Source: an optimization exercise on an open RTL-to-GDS flow (aim: small area, a short achievable clock period and few clock cycles per item). Production flows keep margins and buffers that such runs may drop. Function was checked by simulation only, so behaviour that the tests miss may differ from the original.

==> inputs of wip/indigo <==
Design logarithm, start of the top module:
module logarithm #(
	parameter n = 16,
	parameter m = 24,
	parameter k = 5 ,
	parameter p = 24
) (
	input        clk  ,  
	input        reset,  
	input        start,
	input  [0:n] x    ,
	output [1:p] y    ,
	output       done
);
export LEC_CHECK = 0
export CAP_MARGIN = 20
export CORE_MARGIN = 2
export CORE_UTILIZATION = 40
export CTS_BUF_LIST = sky130_fd_sc_hd__clkbuf_4 sky130_fd_sc_hd__clkbuf_8
export SETUP_SLACK_MARGIN = 3.8
export SLEW_MARGIN = 60
export SYNTH_HIERARCHICAL = 1
export SYNTH_MINIMUM_KEEP_SIZE = 0
create_clock -name core_clock -period 9.0 [get_ports {clk}]
standard.sh (not shown) runs the stock make flow with config.mk's settings and CLKGATE_MAP_FILE= SYNTH_SCRIPT=/design/flow/synth_recipe.tcl, a recipe that flattens the netlist after the stock synthesis.
==> flow/flow/run.sh <==
#!/bin/bash
# Standard layout, with the smallest buffer on the ports instead of the
# delay buffer that buffer_ports picks by default.
set -e
export BUFFER_PORTS_ARGS="-buffer_cell sky130_fd_sc_hd__buf_1"
bash standard.sh finish > standard_flow.log 2>&1
==> inputs of wip/violet, as changes to wip/indigo <==
--- a/flow/design.v
+++ b/flow/design.v
@@ -7,17 +7,16 @@
 	input        clk  ,  
 	input        reset,  
 	input        start,
 	input  [0:n] x    ,
 	output [1:p] y    ,
 	output       done
 );
 	reg  [23:0] f;
-	reg  [24:0] r;           
 	wire s1;
 	wire c2;
 	wire s3;
 	wire c4;
 	wire s5;
 	wire c6;
 	wire s7;
 	wire c8;
@@ -1573,45 +1572,92 @@
 	log_xor u_sum45 (pp_[45], cy[45], t[45]);
 	log_xor u_sum46 (pp_[46], cy[46], t[46]);
 	log_xor u_sum47 (pp_[47], cy[47], t[47]);
 	log_xor u_sum48 (pp_[48], cy[48], t[48]);
 	log_xor u_sum49 (pp_[49], cy[49], t[49]);
 	assign t[23:0] = 24'd0;
 	wire [25:0] s  = t[49:24];
 	wire        b  = f >= 24'd6949351;
-	wire        ld = r[24];
+	wire ge1 = f >= 24'd1518468;
+	wire ge2 = f >= 24'd3174369;
+	wire ge3 = f >= 24'd4980142;
+	wire ge4 = b;
+	wire ge5 = f >= 24'd9096789;
+	wire ge6 = f >= 24'd11438586;
+	wire ge7 = f >= 24'd13992335;
+	wire tb0 = ge4;
+	wire tb1 = (tb0 ? ge6 : ge2);
+	wire tb2 = (tb0 ? (tb1 ? ge7 : ge5) : (tb1 ? ge3 : ge1));
+	wire [2:0] tbits = {tb0, tb1, tb2};
+	reg  [21:0] sr;          
+	reg  [2:0] q;           
+	reg         dn;          
+	wire        last = sr[21] & ~dn;
+	wire        ld = dn;
 	wire        sh = ~ld & b;    
 	wire        sk = ~ld & ~b;   
+	wire [23:0] fs;              
+	log_a22oi u_sel0 (sh, s[1], sk, s[0], fs[0]);
+	log_a22oi u_sel1 (sh, s[2], sk, s[1], fs[1]);
+	log_a22oi u_sel2 (sh, s[3], sk, s[2], fs[2]);
+	log_a22oi u_sel3 (sh, s[4], sk, s[3], fs[3]);
+	log_a22oi u_sel4 (sh, s[5], sk, s[4], fs[4]);
+	log_a22oi u_sel5 (sh, s[6], sk, s[5], fs[5]);
+	log_a22oi u_sel6 (sh, s[7], sk, s[6], fs[6]);
+	log_a22oi u_sel7 (sh, s[8], sk, s[7], fs[7]);
+	log_a22oi u_sel8 (sh, s[9], sk, s[8], fs[8]);
+	log_a22oi u_sel9 (sh, s[10], sk, s[9], fs[9]);
+	log_a22oi u_sel10 (sh, s[11], sk, s[10], fs[10]);
+	log_a22oi u_sel11 (sh, s[12], sk, s[11], fs[11]);
+	log_a22oi u_sel12 (sh, s[13], sk, s[12], fs[12]);
+	log_a22oi u_sel13 (sh, s[14], sk, s[13], fs[13]);
+	log_a22oi u_sel14 (sh, s[15], sk, s[14], fs[14]);
+	log_a22oi u_sel15 (sh, s[16], sk, s[15], fs[15]);
+	log_a22oi u_sel16 (sh, s[17], sk, s[16], fs[16]);
+	log_a22oi u_sel17 (sh, s[18], sk, s[17], fs[17]);
+	log_a22oi u_sel18 (sh, s[19], sk, s[18], fs[18]);
+	log_a22oi u_sel19 (sh, s[20], sk, s[19], fs[19]);
+	log_a22oi u_sel20 (sh, s[21], sk, s[20], fs[20]);
+	log_a22oi u_sel21 (sh, s[22], sk, s[21], fs[21]);
+	log_a22oi u_sel22 (sh, s[23], sk, s[22], fs[22]);
+	log_a22oi u_sel23 (sh, s[25], sk, s[23], fs[23]);
 	always @(posedge clk)
-		f <= ({24{sh}} & {s[25], s[23:1]}) | ({24{sk}} & s[23:0]) |
-		     ({24{ld}} & {x[1:n], {(m-n){1'b0}}});
+		f <= ~fs | ({24{ld & x[0]}} & {x[1:n], {(m-n){1'b0}}});
 	always @(posedge clk or negedge reset) begin
 		if (~reset)
-			r[24] <= 1'b1;
-		else if (start | ~r[24])
-			r[24] <= start ? 1'b0 : r[23];
+			dn <= 1'b1;
+		else if (start | last)
+			dn <= ~start;
 	end
 	always @(posedge clk) begin
-		if (start | ~r[24])
-			r[23:0] <= start ? 24'd1 : {r[22:0], b & x[0]};
+		if (start | (~dn & ~last))
+			sr <= start ? 22'd1 : {sr[20:0], b};
+		if (last)
+			q <= tbits;
 	end
-	assign done = r[24];
-	assign y    = r[23:0];
+	assign done = dn;
+	assign y    = {sr[20:0], q};
 endmodule
 module log_fa (input a, input b, input c, output s, output co);
 	assign s  = a ^ b ^ c;
 	assign co = (a & b) | (a & c) | (b & c);
 endmodule
 module log_xor (input a, input b, output y);
 	assign y = a ^ b;
 endmodule
 module log_maj (input a, input b, input c, output y);
 	assign y = (a & b) | (a & c) | (b & c);
 endmodule
+module log_a22oi (input a, input b, input c, input d, output y);
+	assign y = ~((a & b) | (c & d));
+endmodule
+module log_and (input a, input b, output y);
+	assign y = a & b;
+endmodule
 module log_nand (input a, input b, output y);
 	assign y = ~(a & b);
 endmodule
 module log_nor (input a, input b, output y);
 	assign y = ~(a | b);
 endmodule
 module log_inv (input a, output y);
 	assign y = ~a;
==> inputs of wip/willow, as changes to wip/indigo <==
--- a/flow/design.v
+++ b/flow/design.v
@@ -7,17 +7,16 @@
 	input        clk  ,  
 	input        reset,  
 	input        start,
 	input  [0:n] x    ,
 	output [1:p] y    ,
 	output       done
 );
 	reg  [23:0] f;
-	reg  [24:0] r;           
 	wire s1;
 	wire c2;
 	wire s3;
 	wire c4;
 	wire s5;
 	wire c6;
 	wire s7;
 	wire c8;
@@ -1573,45 +1572,113 @@
 	log_xor u_sum45 (pp_[45], cy[45], t[45]);
 	log_xor u_sum46 (pp_[46], cy[46], t[46]);
 	log_xor u_sum47 (pp_[47], cy[47], t[47]);
 	log_xor u_sum48 (pp_[48], cy[48], t[48]);
 	log_xor u_sum49 (pp_[49], cy[49], t[49]);
 	assign t[23:0] = 24'd0;
 	wire [25:0] s  = t[49:24];
 	wire        b  = f >= 24'd6949351;
-	wire        ld = r[24];
-	wire        sh = ~ld & b;    
-	wire        sk = ~ld & ~b;   
+	wire ge1 = f >= 24'd1518468;
+	wire ge2 = f >= 24'd3174369;
+	wire ge3 = f >= 24'd4980142;
+	wire ge4 = b;
+	wire ge5 = f >= 24'd9096789;
+	wire ge6 = f >= 24'd11438586;
+	wire ge7 = f >= 24'd13992335;
+	wire tb0 = ge4;
+	wire tb1 = (tb0 ? ge6 : ge2);
+	wire tb2 = (tb0 ? (tb1 ? ge7 : ge5) : (tb1 ? ge3 : ge1));
+	wire [2:0] tbits = {tb0, tb1, tb2};
+	reg  [21:0] sr;          
+	wire        dn = sr[21];
+	wire        sh = ~dn & b;      
+	wire        sk = ~dn & ~b;     
+	wire        hd = dn & ~start;  
+	wire [23:0] fh;
+	log_and u_hold0 (hd, f[0], fh[0]);
+	log_and u_hold1 (hd, f[1], fh[1]);
+	log_and u_hold2 (hd, f[2], fh[2]);
+	log_and u_hold3 (hd, f[3], fh[3]);
+	log_and u_hold4 (hd, f[4], fh[4]);
+	log_and u_hold5 (hd, f[5], fh[5]);
+	log_and u_hold6 (hd, f[6], fh[6]);
+	log_and u_hold7 (hd, f[7], fh[7]);
+	log_and u_hold8 (hd, f[8], fh[8]);
+	log_and u_hold9 (hd, f[9], fh[9]);
+	log_and u_hold10 (hd, f[10], fh[10]);
+	log_and u_hold11 (hd, f[11], fh[11]);
+	log_and u_hold12 (hd, f[12], fh[12]);
+	log_and u_hold13 (hd, f[13], fh[13]);
+	log_and u_hold14 (hd, f[14], fh[14]);
+	log_and u_hold15 (hd, f[15], fh[15]);
+	log_and u_hold16 (hd, f[16], fh[16]);
+	log_and u_hold17 (hd, f[17], fh[17]);
+	log_and u_hold18 (hd, f[18], fh[18]);
+	log_and u_hold19 (hd, f[19], fh[19]);
+	log_and u_hold20 (hd, f[20], fh[20]);
+	log_and u_hold21 (hd, f[21], fh[21]);
+	log_and u_hold22 (hd, f[22], fh[22]);
+	log_and u_hold23 (hd, f[23], fh[23]);
+	wire [23:0] fs;              
+	log_a22oi u_sel0 (sh, s[1], sk, s[0], fs[0]);
+	log_a22oi u_sel1 (sh, s[2], sk, s[1], fs[1]);
+	log_a22oi u_sel2 (sh, s[3], sk, s[2], fs[2]);
+	log_a22oi u_sel3 (sh, s[4], sk, s[3], fs[3]);
+	log_a22oi u_sel4 (sh, s[5], sk, s[4], fs[4]);
+	log_a22oi u_sel5 (sh, s[6], sk, s[5], fs[5]);
+	log_a22oi u_sel6 (sh, s[7], sk, s[6], fs[6]);
+	log_a22oi u_sel7 (sh, s[8], sk, s[7], fs[7]);
+	log_a22oi u_sel8 (sh, s[9], sk, s[8], fs[8]);
+	log_a22oi u_sel9 (sh, s[10], sk, s[9], fs[9]);
+	log_a22oi u_sel10 (sh, s[11], sk, s[10], fs[10]);
+	log_a22oi u_sel11 (sh, s[12], sk, s[11], fs[11]);
+	log_a22oi u_sel12 (sh, s[13], sk, s[12], fs[12]);
+	log_a22oi u_sel13 (sh, s[14], sk, s[13], fs[13]);
+	log_a22oi u_sel14 (sh, s[15], sk, s[14], fs[14]);
+	log_a22oi u_sel15 (sh, s[16], sk, s[15], fs[15]);
+	log_a22oi u_sel16 (sh, s[17], sk, s[16], fs[16]);
+	log_a22oi u_sel17 (sh, s[18], sk, s[17], fs[17]);
+	log_a22oi u_sel18 (sh, s[19], sk, s[18], fs[18]);
+	log_a22oi u_sel19 (sh, s[20], sk, s[19], fs[19]);
+	log_a22oi u_sel20 (sh, s[21], sk, s[20], fs[20]);
+	log_a22oi u_sel21 (sh, s[22], sk, s[21], fs[21]);
+	log_a22oi u_sel22 (sh, s[23], sk, s[22], fs[22]);
+	log_a22oi u_sel23 (sh, s[25], sk, s[23], fs[23]);
 	always @(posedge clk)
-		f <= ({24{sh}} & {s[25], s[23:1]}) | ({24{sk}} & s[23:0]) |
-		     ({24{ld}} & {x[1:n], {(m-n){1'b0}}});
+		f <= ~fs | fh | ({24{start & x[0]}} & {x[1:n], {(m-n){1'b0}}});
 	always @(posedge clk or negedge reset) begin
 		if (~reset)
-			r[24] <= 1'b1;
-		else if (start | ~r[24])
-			r[24] <= start ? 1'b0 : r[23];
+			sr[21] <= 1'b1;
+		else if (start | ~dn)
+			sr[21] <= start ? 1'b0 : sr[20];
 	end
 	always @(posedge clk) begin
-		if (start | ~r[24])
-			r[23:0] <= start ? 24'd1 : {r[22:0], b & x[0]};
+		if (start | ~dn)
+			sr[20:0] <= start ? 21'd1 : {sr[19:0], b};
 	end
-	assign done = r[24];
-	assign y    = r[23:0];
+	assign done = dn;
+	assign y    = {sr[20:0], tbits};
 endmodule
 module log_fa (input a, input b, input c, output s, output co);
 	assign s  = a ^ b ^ c;
 	assign co = (a & b) | (a & c) | (b & c);
 endmodule
 module log_xor (input a, input b, output y);
 	assign y = a ^ b;
 endmodule
 module log_maj (input a, input b, input c, output y);
 	assign y = (a & b) | (a & c) | (b & c);
 endmodule
+module log_a22oi (input a, input b, input c, input d, output y);
+	assign y = ~((a & b) | (c & d));
+endmodule
+module log_and (input a, input b, output y);
+	assign y = a & b;
+endmodule
 module log_nand (input a, input b, output y);
 	assign y = ~(a & b);
 endmodule
 module log_nor (input a, input b, output y);
 	assign y = ~(a | b);
 endmodule
 module log_inv (input a, output y);
 	assign y = ~a;
==> flow/config.mk (replaced) <==
export PLATFORM = sky130hd
export DESIGN_NAME = logarithm
export DESIGN_NICKNAME = logarithm
export VERILOG_FILES = /design/flow/design.v
export SDC_FILE = /design/flow/constraint.sdc
export NUM_CORES = 4
export LEC_CHECK = 0
export CAP_MARGIN = 20
export CORE_MARGIN = 2
export CORE_UTILIZATION = 40
export CTS_BUF_LIST = sky130_fd_sc_hd__clkbuf_4 sky130_fd_sc_hd__clkbuf_8
export SETUP_SLACK_MARGIN = 4.0
export SLEW_MARGIN = 80
export SYNTH_HIERARCHICAL = 1
export SYNTH_MINIMUM_KEEP_SIZE = 0
==> qor summary <==
M2 GR Usage: wip/violet 0.3562; wip/indigo 0.3668; wip/willow 0.3775
Fill cell instance count of the final layout: wip/violet 2699; wip/indigo 2594; wip/willow 2600
Async set-reset flop share out of synthesis: wip/violet 0.02000; wip/indigo 0.02041; wip/willow 0.02174
CTS resizes: wip/violet 1; wip/indigo 4; wip/willow 34
Tapcell Cnt: wip/violet 341; wip/indigo 335; wip/willow 341
Sequential cell area share: wip/violet 0.1101; wip/indigo 0.1122; wip/willow 0.09298
Top fanout value on the critical path: wip/violet 27; wip/indigo 26; wip/willow 28
Worst rel slew slack: wip/violet 0.6015; wip/indigo 0.6552; wip/willow -
Timing-limited maximum frequency: wip/violet 203.3 MHz; wip/indigo 205.6 MHz; wip/willow 206.2 MHz
Worst Tran Pin Value: wip/violet 0.5959 ns; wip/indigo 0.5172 ns; wip/willow -
Run status: wip/violet finished clean; wip/indigo finished clean; wip/willow finished clean
Crit path depth: wip/violet 18; wip/indigo 18; wip/willow 20
Number of synthesized register bits: wip/violet 50; wip/indigo 49; wip/willow 46
Vias in the first global route: wip/violet 8939; wip/indigo 8859; wip/willow 9279
Chip width: wip/violet 169.8 um; wip/indigo 166.3 um; wip/willow 169.9 um
Clock insertion delay at the later pin of the skew report: wip/violet 0.32 ns; wip/indigo 0.31 ns; wip/willow 0.32 ns
Drt initial violations: wip/violet 605; wip/indigo 434; wip/willow 619
Period minus WS final: wip/violet 4.920 ns; wip/indigo 4.863 ns; wip/willow 4.851 ns
Testbench counts of wip/indigo, summed over its fixed seeds: cycles 41,600, items 1,600.
Testbench counts of wip/violet, summed over its fixed seeds: cycles 38,400, items 1,600.
Testbench counts of wip/willow, summed over its fixed seeds: cycles 36,800, items 1,600.

[separate check: timing with driven ports]
How much do the figures lean on ideal ports? The routed layouts below were timed once more, with nothing changed but the port constraints.
Step 1 (the two cells are an assumption about what drives the block):
set clk [get_ports {clk}]
set_driving_cell -lib_cell sky130_fd_sc_hd__clkbuf_16 $clk
set_driving_cell -lib_cell sky130_fd_sc_hd__buf_2 [delete_from_list [all_inputs] $clk]
Step 2, shift: input delay + t, output delay - t, t = (earliest + latest rising clock arrival at the registers) / 2. This alone moves slack from input paths to output paths.
Slacks: ideal / step 1 / step 2; pairs: ideal / step 1.
run	t (ns)	slack for setup (ns)	clock arrival spread, ns	worst slew at a driven data input, ns	cell pins on the clock port's net
wip/indigo	0.335	4.137 / 4.137 / 4.137	0.014 / 0.014	0.05	1
wip/violet	0.350	4.080 / 4.080 / 4.080	0.016 / 0.016	0.04	1
wip/willow	0.357	4.149 / 4.149 / 4.149	0.006 / 0.005	0.04	1
After both steps every run listed still meets setup and hold.
